Source: an optimization exercise on an open RTL-to-GDS flow (aim: small area, a short achievable clock period and few clock cycles per item). Production flows keep margins and buffers that such runs may drop. No run shown here included a check of the RTL's function; only the layout flow was run. Power is estimated from default activity; no workload was simulated.

==> flow/design.v, too long to show whole: its modules and the start of the top module <==
// module pp_nand2: 3 lines
// module pp_nor2: 3 lines
// module pp_inv: 3 lines
// module pp_aoi21: 3 lines
// module pp_oai21: 3 lines
// module pp_xor2: 3 lines
// module pp_xnor2: 3 lines
// module pp_nand3: 3 lines
// module pp_nor3: 3 lines
// module pp_mux2: 3 lines
// module pp_add69: 1365 lines
// module pp_add8: 107 lines
// module mips_div64: 149 lines
module mips_div64(
  input  logic         clk,
  input  logic         reset,
  input  logic [63:0]  srcA,
  input  logic [63:0]  srcB,
  input  logic [4:0]   rob_ptr_in,
  input  logic [1:0]   hilo_prf_ptr_in,
  input  logic         is_signed_div,
  input  logic         start_div,
  output logic [127:0] y,
  output logic [4:0]   rob_ptr_out,
  output logic [1:0]   hilo_prf_ptr_out,
  output logic         ready,
  output logic         complete
);
  // ...
==> flow/flow/run.sh <==
#!/bin/bash
# Standard ORFS layout (the standard.sh) with one change to how it is
# made: the port buffers use the smallest buffer cell instead of the delay
# buffer buffer_ports picks by default.  All of make's output goes to
# standard_flow.log here.
set -euo pipefail
export BUFFER_PORTS_ARGS="-buffer_cell sky130_fd_sc_hd__buf_1"
bash standard.sh > standard_flow.log 2>&1
==> flow/standard.sh <==
#!/bin/bash
# synth_recipe.tcl (not shown) runs the flow's synth.tcl, then flattens the netlist and writes it again
# the make line also repeats each setting of config.mk as NAME=value (left out here)
make -C /OpenROAD-flow-scripts/flow DESIGN_CONFIG=/design/flow/config.mk WORK_HOME=/design/flow/orfs CLKGATE_MAP_FILE= SYNTH_SCRIPT=/design/flow/synth_recipe.tcl "${@:-finish}"
==> flow/config.mk <==
export PLATFORM = sky130hd
export DESIGN_NAME = mips_div64
export DESIGN_NICKNAME = mips_div64
export VERILOG_FILES = /design/flow/design.v
export SDC_FILE = /design/flow/constraint.sdc
export NUM_CORES = 4
export LEC_CHECK = 0
export CAP_MARGIN = 20
export CORE_MARGIN = 2
export CORE_UTILIZATION = 40
export SETUP_SLACK_MARGIN = 1.4
export SLEW_MARGIN = 20
export SYNTH_HIERARCHICAL = 1
==> flow/constraint.sdc <==
create_clock -name core_clock -period 4.0 [get_ports {clk}]
set_input_delay 0.8000 -clock core_clock [delete_from_list [all_inputs] [get_ports {clk}]]
set_output_delay 0.8000 -clock core_clock [all_outputs]
set_load 0.01 [all_outputs]
==> flow_metrics.env, run 1 <==
export IMPL_pre_cts_slack_ns=0.115
export IMPL_timing_critical_path_slowest_stage_cell="sky130_fd_sc_hd__edfxtp_1"
export IMPL_worst_r2r_setup_slack_ns=0.67
export IMPL_p_switching_w=0.00934
export IMPL_tritoncts="done"
export IMPL_timing_max_slew_rel_slack_pct=32.2
export IMPL_critPathArrivalTime_ns=3.81
export IMPL_syn2layout_area_growth_pct=26.6
export IMPL_globalRoute_totalOverflow=0
export IMPL_timing_hold_violations_final=0
export IMPL_layout_drive_gt1_share_pct=25.5
export IMPL_report_final_slew_viol_count=0
export IMPL_timing_critical_path_required_ns=4.47
export IMPL_avgViaCountPerCell=6.02
export IMPL_htree_num_levels=1
export IMPL_grtUsageMet1_pct=38.0
export IMPL_dominant_cell_class="multi-input combinational cells"
export IMPL_floorplan_tapcells=672
export IMPL_run_status="no timing/DRC/antenna violations"
export IMPL_vdd_ir_drop_worst_mv=0.486
export IMPL_worst_hold_slack_ns=0.391
export IMPL_gr_max_usage_layer="met2"
export IMPL_multiInputGateArea_um2=13600
export IMPL_n_fill_cell=4725
export IMPL_final_seq_area_um2=5910
export IMPL_vias=21355
export IMPL_timing_critical_path_cells="nor2_2 -> nor2_2 -> a21oi_2 -> o21ai_4 -> a21oi_4 -> buf_6 -> clkinvlp_4 -> buf_6 -> a21oi_4 -> xnor2_2 -> nor3_2 -> nand3_2 -> nor3_4 -> nand3_2 -> nand2b_4 -> and4b_1"
export IMPL_worst_hold_depth=1
export IMPL_power_clock_fraction_pct=14.7
export IMPL_syn_avg_cell_area_um2=8.03
export IMPL_crit_path_start="r_R[5]$_DFFE_PP_"
export IMPL_cp_top_family="simple AND/OR/NAND/NOR gates"
export IMPL_antennaDiodeCount=0
export IMPL_rsz0062_at_grt="yes"
export IMPL_fin_worst_skew_ns=0.0196
export IMPL_leak_nw=9.61
==> module mips_div64, before the edit <==
module mips_div64(
  input  logic         clk,
  input  logic         reset,
  input  logic [63:0]  srcA,
  input  logic [63:0]  srcB,
  input  logic [4:0]   rob_ptr_in,
  input  logic [1:0]   hilo_prf_ptr_in,
  input  logic         is_signed_div,
  input  logic         start_div,
  output logic [127:0] y,
  output logic [4:0]   rob_ptr_out,
  output logic [1:0]   hilo_prf_ptr_out,
  output logic         ready,
  output logic         complete
);
   localparam integer LG_G = 2;
   localparam integer G = 1 << LG_G;
   localparam integer DW = 66 + G - 1;
   localparam logic [1:0] IDLE = 2'd0, SETUP = 2'd1, ITER = 2'd2, DONE = 2'd3;
   logic [1:0]    r_state;
   logic [64:0]   r_R;        
   logic [DW-1:0] r_D;        
   logic [63:0]   r_Q;        
   logic [7:0]    r_k;        
   logic [5:0]    r_cnt;
   logic          r_negA, r_qneg, r_exit;
   logic          r_z0;       
   logic          r_zf;       
   logic          r_zs;       
   logic [4:0]    r_rob;
   logic [1:0]    r_hilo;
   function automatic logic [6:0] clz64(input logic [63:0] x);
      logic [15:0] v1; logic [31:0] c1;    
      logic [3:0]  v2; logic [15:0] c2;    
      logic        v3; logic [5:0]  c3;
      for (int i = 0; i < 16; i++) begin
         v1[i] = |x[4*i +: 4];
         c1[2*i+1] = ~x[4*i+3] & ~x[4*i+2];
         c1[2*i]   = ~x[4*i+3] & (x[4*i+2] | ~x[4*i+1]);
      end
      for (int i = 0; i < 4; i++) begin
         v2[i] = |v1[4*i +: 4];
         c2[4*i+3] = ~v1[4*i+3] & ~v1[4*i+2];
         c2[4*i+2] = ~v1[4*i+3] & (v1[4*i+2] | ~v1[4*i+1]);
         c2[4*i +: 2] = v1[4*i+3] ? c1[2*(4*i+3) +: 2] :
                        v1[4*i+2] ? c1[2*(4*i+2) +: 2] :
                        v1[4*i+1] ? c1[2*(4*i+1) +: 2] : c1[2*(4*i) +: 2];
      end
      v3 = |v2;
      c3[5] = ~v2[3] & ~v2[2];
      c3[4] = ~v2[3] & (v2[2] | ~v2[1]);
      c3[3:0] = v2[3] ? c2[12 +: 4] : v2[2] ? c2[8 +: 4] : v2[1] ? c2[4 +: 4] : c2[0 +: 4];
      clz64 = v3 ? {1'b0, c3} : 7'd64;
   endfunction
   logic       sA, sB, qn, bz;
   logic [6:0] lsA, lsB, lsB63;
   logic [7:0] k_in;
   assign sA    = is_signed_div & srcA[63];
   assign sB    = is_signed_div & srcB[63];
   assign qn    = sA ^ sB;
   assign bz    = ~|srcB;
   assign lsA   = clz64(sA ? {~srcA[62:0], 1'b1} : srcA);
   assign lsB   = clz64(srcB ^ {64{sB}});
   assign lsB63 = {1'b0, lsB[5:0] | {6{lsB[6]}}};
   pp_add8 u_k (.a({1'b0, lsB63}), .b(~{1'b0, lsA}), .cin(1'b1), .s(k_in));
   logic [DW-1:0] d_lv [LG_G:6];
   logic          fill;
   assign fill       = ~r_qneg;
   assign d_lv[LG_G] = {r_D[DW-G:0], {(G-1){fill}}};
   for (genvar l = LG_G; l < 6; l++) begin : g_sh
      assign d_lv[l+1] = r_k[l] ? {d_lv[l][DW-1-(1<<l):0], {(1<<l){fill}}} : d_lv[l];
   end
   logic [DW-1:0] xs, sum;
   logic          cin, zero, acc;
   assign xs  = {{(DW-65){r_R[64]}}, r_R};
   assign cin = ~r_qneg;
   logic zero_n;
   pp_add69 u_add (.a(xs), .b(r_D), .cin(cin), .s(sum), .zn(zero_n));
   assign zero = ~zero_n;
   logic fix;
   assign fix = r_zf | r_zs;
   assign acc = (sum[DW-1] ^ ~r_negA) & ~fix & ~r_z0;
   logic start, setup_sub;
   assign start     = (r_state == IDLE) & start_div;
   assign setup_sub = (r_state == SETUP) & r_qneg & ~r_exit;
   always_ff @(posedge clk) begin
      if (reset) begin
         r_state <= IDLE;
      end else begin
         case (r_state)
           IDLE:  if (start_div) r_state <= SETUP;
           SETUP: r_state <= r_exit ? IDLE : ITER;
           ITER:  if (r_z0 | (r_cnt == 6'd0)) r_state <= DONE;
           DONE:  if (!r_zf) r_state <= IDLE;
         endcase
      end
   end
   logic upd, en_neg, en_pos, en_R;
   assign upd    = (setup_sub | (r_state == ITER)) & ~fix & ~r_z0;
   assign en_neg = start | fix | (upd & r_negA);
   assign en_pos = start | fix | (upd & ~r_negA);
   pp_mux2 u_en (.s(sum[DW-1]), .a(en_neg), .b(en_pos), .y(en_R));
   always_ff @(posedge clk) begin
      r_k    <= k_in;
      r_exit <= bz | k_in[7];
   end
   always_ff @(posedge clk) begin
      if (start) begin
         r_negA <= sA;
         r_qneg <= qn;
         r_rob  <= rob_ptr_in;
         r_hilo <= hilo_prf_ptr_in;
      end
      if (en_R)
        r_R <= start ? {sA, srcA} : fix ? '0 : sum[64:0];
      r_zs <= setup_sub & r_negA & zero;
      r_zf <= (r_state == ITER) & r_negA & zero;
      r_z0 <= setup_sub & ~acc & ~(r_negA & zero);
      if (r_state == SETUP)
        r_cnt <= r_k[5:0] | (G - 1);
      else
        r_cnt <= r_cnt - 6'd1;
   end
   always_ff @(posedge clk) begin
      if (start)
        r_D <= {{(DW-64){sB}}, srcB} ^ {DW{~qn}};
      else if (r_state == SETUP)
        r_D <= d_lv[6];
      else
        r_D <= {r_D[DW-1], r_D[DW-1:1]};
      if (start)
        r_Q <= bz ? (qn ? 64'd1 : '1) : '0;
      else if (r_state == SETUP)
        r_Q <= {64{r_qneg}};
      else if (r_z0)
        r_Q <= '0;
      else if (r_zf & (r_state == DONE))
        r_Q <= {r_Q[63:1], ~r_qneg};
      else if (r_zf)
        r_Q <= {r_Q[62:1], ~r_qneg, r_qneg};
      else
        r_Q <= {r_Q[62:0], acc ^ r_qneg};
   end
   assign complete         = (r_state == DONE) & ~r_zf | ((r_state == SETUP) & r_exit);
   assign ready            = (r_state == IDLE) & ~start_div;
   assign y                = {r_R[63:0], r_Q};
   assign rob_ptr_out      = r_rob;
   assign hilo_prf_ptr_out = r_hilo;
endmodule
==> inputs of run 2 (changes only) <==
--- a/flow/design.v
+++ b/flow/design.v
@@ -27,4 +27,4 @@
 endmodule
-module pp_mux2(input logic s, input logic a, input logic b, output logic y);
-   assign y = s ? a : b;
+module pp_mux2i(input logic s, input logic a, input logic b, output logic y);
+   assign y = ~(s ? a : b);
 endmodule
@@ -1603,3 +1603,3 @@
    assign en_pos = start | fix | (upd & ~r_negA);
-   pp_mux2 u_en (.s(sum[DW-1]), .a(en_neg), .b(en_pos), .y(en_R));
+   pp_mux2i u_en (.s(sum[DW-1]), .a(~en_neg), .b(~en_pos), .y(en_R));
    always_ff @(posedge clk) begin
==> run 2 against run 1 <==
Largest cell class unchanged. Clock skew up 0.0049 ns. Critical path type unchanged. Still clean on timing, DRC and antenna. Largest power group unchanged. Combinational power is 11% higher. Highest routed layer unchanged. Sequential share of layout area fell by 0.52 points.
==> flow_metrics.env, run 2 <==
export IMPL_run_status="no timing/DRC/antenna violations"
export IMPL_gp_congestion=0.950
export IMPL_timing_final_crit_period_ns=3.31
export IMPL_vias=21793
export IMPL_final_cell_count_no_fill=3592
export IMPL_fin_worst_skew_ns=0.0245
export IMPL_drtIter0Drc=2466
export IMPL_ys_warn_count=8
export IMPL_globalRoute_totalOverflow=0
export IMPL_class_of_the_tightest_hold_or_removal_check="in -> reg"
export IMPL_period_share_pct=82.8
export IMPL_grt_util_all_layers_pct=30.4
export IMPL_drtPass1Iterations=6
export IMPL_syn_cell_area_um2=20200
export IMPL_die_width_um=229
export IMPL_avgViaCountPerCell=6.07
export IMPL_final_seq_area_um2=5910
export IMPL_cts_num_sinks=223
export IMPL_initial_core_util_pct=40.4
export IMPL_final_common_cell="sky130_fd_sc_hd__nand2_1"
export IMPL_multiInputGateArea_um2=13800
export IMPL_hpwl_detailed_um=59700
export IMPL_leak_nw=9.89
export IMPL_drv_max_cap_violation_count=0
export IMPL_worstSetupEndpointType="flip-flop"
export IMPL_cts_buffers=29
export IMPL_vdd_ir_drop_worst_mv=0.615
export IMPL_critPathArrivalTime_ns=3.79
export IMPL_syn2layout_area_growth_pct=28.6
export IMPL_finish_net_count=3036
export IMPL_routed_wire_length_per_instance_um=23.6
export IMPL_layout_drive_gt1_share_pct=28.4
export IMPL_registers_top_by_ff_count="r_D"
export IMPL_final_cell_mix="sky130_fd_sc_hd__nand2_1, sky130_fd_sc_hd__buf_1, sky130_fd_sc_hd__buf_4"
export IMPL_worst_hold_slack_ns=0.389
export IMPL_die_h_um=229
export IMPL_timing_critical_path_from_type="flip-flop"
export IMPL_drcViolationCount=0
export IMPL_num_io_pins=276
export IMPL_floorplan_rows=82
export IMPL_timing_hold_violations_final=0
export IMPL_timing_max_slew_rel_slack_pct=31.0
export IMPL_rsz0062_at_grt="yes"
export IMPL_timing_critical_path_required_ns=4.47
export IMPL_htree_num_levels=1
export IMPL_postRouteWirelength_um=84900
export IMPL_design_core_area_um2=50000
export IMPL_buffer_ports_inserted=275
export IMPL_grt_antenna_before_repair=1
export IMPL_setup_violations=0
export IMPL_grt_max_degree=120
export IMPL_cts_root_to_sink_buffers=3
export IMPL_fmax_mhz=302
export IMPL_postSynthCellCount=2495
export IMPL_n_fill_cell=4696
export IMPL_largest_reg_flops=69
export IMPL_drtAntennaViolNets=0
export IMPL_cts_root_buf="sky130_fd_sc_hd__clkbuf_16"
export IMPL_finalPower_w=0.0208
export IMPL_number_of_global_route_vias_before_repair=20554
export IMPL_die_area_um2=52300
export IMPL_reg_largest_list="r_D x69, r_R x65, r_Q x64"
export IMPL_power_density_nw_per_um2=802
export IMPL_path_class="reg -> reg"
export IMPL_placedCellCount=3360
export IMPL_tightest_slew_ns=1.03
export IMPL_cts_clk_slew_worst_paths_ns=0.06
export IMPL_crit_fanout=6
export IMPL_clock_latency_on_the_worst_skew_pair_ns=0.60
export IMPL_report_final_slew_viol_count=0
export IMPL_syn_avg_cell_area_um2=8.09
export IMPL_tritoncts="done"
export IMPL_grt_first_pass_wirelength_um=124000
run 2: path summary, 6_finish.rpt:
path / slack [ns] / to / cells after the start / from
worst min-delay path: 0.39 / r_rob[2]$_DFFE_PP_ / 1 / rob_ptr_in[2]
worst max register to register: 0.69 / r_z0$_DFF_P_ / 17 / r_R[5]$_DFFE_PP_
worst min register to register: 0.40 / r_cnt[0]$_SDFF_PN1_ / 1 / r_cnt[0]$_SDFF_PN1_
worst max-delay path: 0.69 / r_z0$_DFF_P_ / 17 / r_R[5]$_DFFE_PP_
run 2: final cells by class:
class                           count  area share [%]
Clock buffer                       40            3.15
Timing Repair Buffer              577            15.4
Inverter                          100            1.58
Multi-Input combinational cell   1963            53.3
Sequential cell                   223            22.8
Timing Repair inverter              1          0.0289
Antenna cell                        2          0.0193
Clock inverter                     14           0.511
Tap cell                          672            3.24
run 2: through the flow:
stage | instance area, um^2 | setup TNS [ns] | setup WS [ns] | util, %
6_report | 26000 | 0 | 0.686 | 52.0
5_1_grt | 26000 | 0 | 0.584 | 52.0
4_1_cts | 25000 | 0 | 0.707 | 50.0
3_5_place_dp | 22200 | -0.108 | -0.108 | 44.4
3_3_place_gp | 22200 | -0.0307 | -0.0307 | 44.4
2_1_floorplan | 20400 | -3.32 | -0.0511 | -
run 2: what timing repair did:
action / CTS / global route
hold buffers: 0 / 0
resized for setup: 188 / 116
setup buffers: 103 / 58
setup endpoints to repair: 179 / 120
cloned: 14 / 1
pin swaps: 79 / 57
run 2: layer usage:
layer	routed length (um)	global-route usage [%]	share of wire (%)
met2	39300	50.0	46
met4	6060	19.1	7.1
met1	33200	37.8	39
met5	0	0	0
met3	6400	4.13	7.5
run 2: critical path, cell delays in order, from the launching register on:
cell                         delay, ns
sky130_fd_sc_hd__edfxtp_1         0.39
sky130_fd_sc_hd__nor2_2           0.07
sky130_fd_sc_hd__nor2_1           0.18
sky130_fd_sc_hd__nand2_1          0.14
sky130_fd_sc_hd__o21ai_4          0.23
sky130_fd_sc_hd__a21oi_4          0.09
sky130_fd_sc_hd__buf_12           0.14
sky130_fd_sc_hd__o21ai_4          0.21
sky130_fd_sc_hd__clkinvlp_4       0.27
sky130_fd_sc_hd__buf_6            0.22
sky130_fd_sc_hd__o21ai_2          0.15
sky130_fd_sc_hd__xor2_1           0.10
sky130_fd_sc_hd__nor3_2           0.24
sky130_fd_sc_hd__nand3_1          0.14
sky130_fd_sc_hd__nor2_1           0.14
sky130_fd_sc_hd__nand3_2          0.12
sky130_fd_sc_hd__nand2b_4         0.18
sky130_fd_sc_hd__and4b_1          0.19
run 2: power breakdown:
part	switching [W]	internal, W
clock	0.00113	0.00156
combinational	0.00766	0.00595
sequential	0.000999	0.00353

-- port drivers added, routing unchanged --
Ports are ideal in the flow. The routed layouts listed here were re-timed in OpenROAD.
Step 1 sets driving cells, clkbuf_16 on the clock port and buf_2 on the other inputs (assumed; they add their load-dependent delay and slew).
Step 2 times the ports against the registers' clock, not the clock port: input delays grow and output delays shrink by t, the midpoint of the rising clock arrivals with the driver on.
Three values: ideal ports, drivers, drivers and shift; two values: the first two.
run | shift t [ns] | setup slack, ns | clock arrival spread, ns
run 1 | 0.637 | 0.669 / 0.669 / 0.323 | 0.020 / 0.019
run 2 | 0.647 | 0.686 / 0.686 / 0.332 | 0.026 / 0.026
After both steps every run listed still meets setup and hold. The setup slack of run 2, which loses most, moves by 0.000 ns with the drivers and by -0.354 ns with both steps.
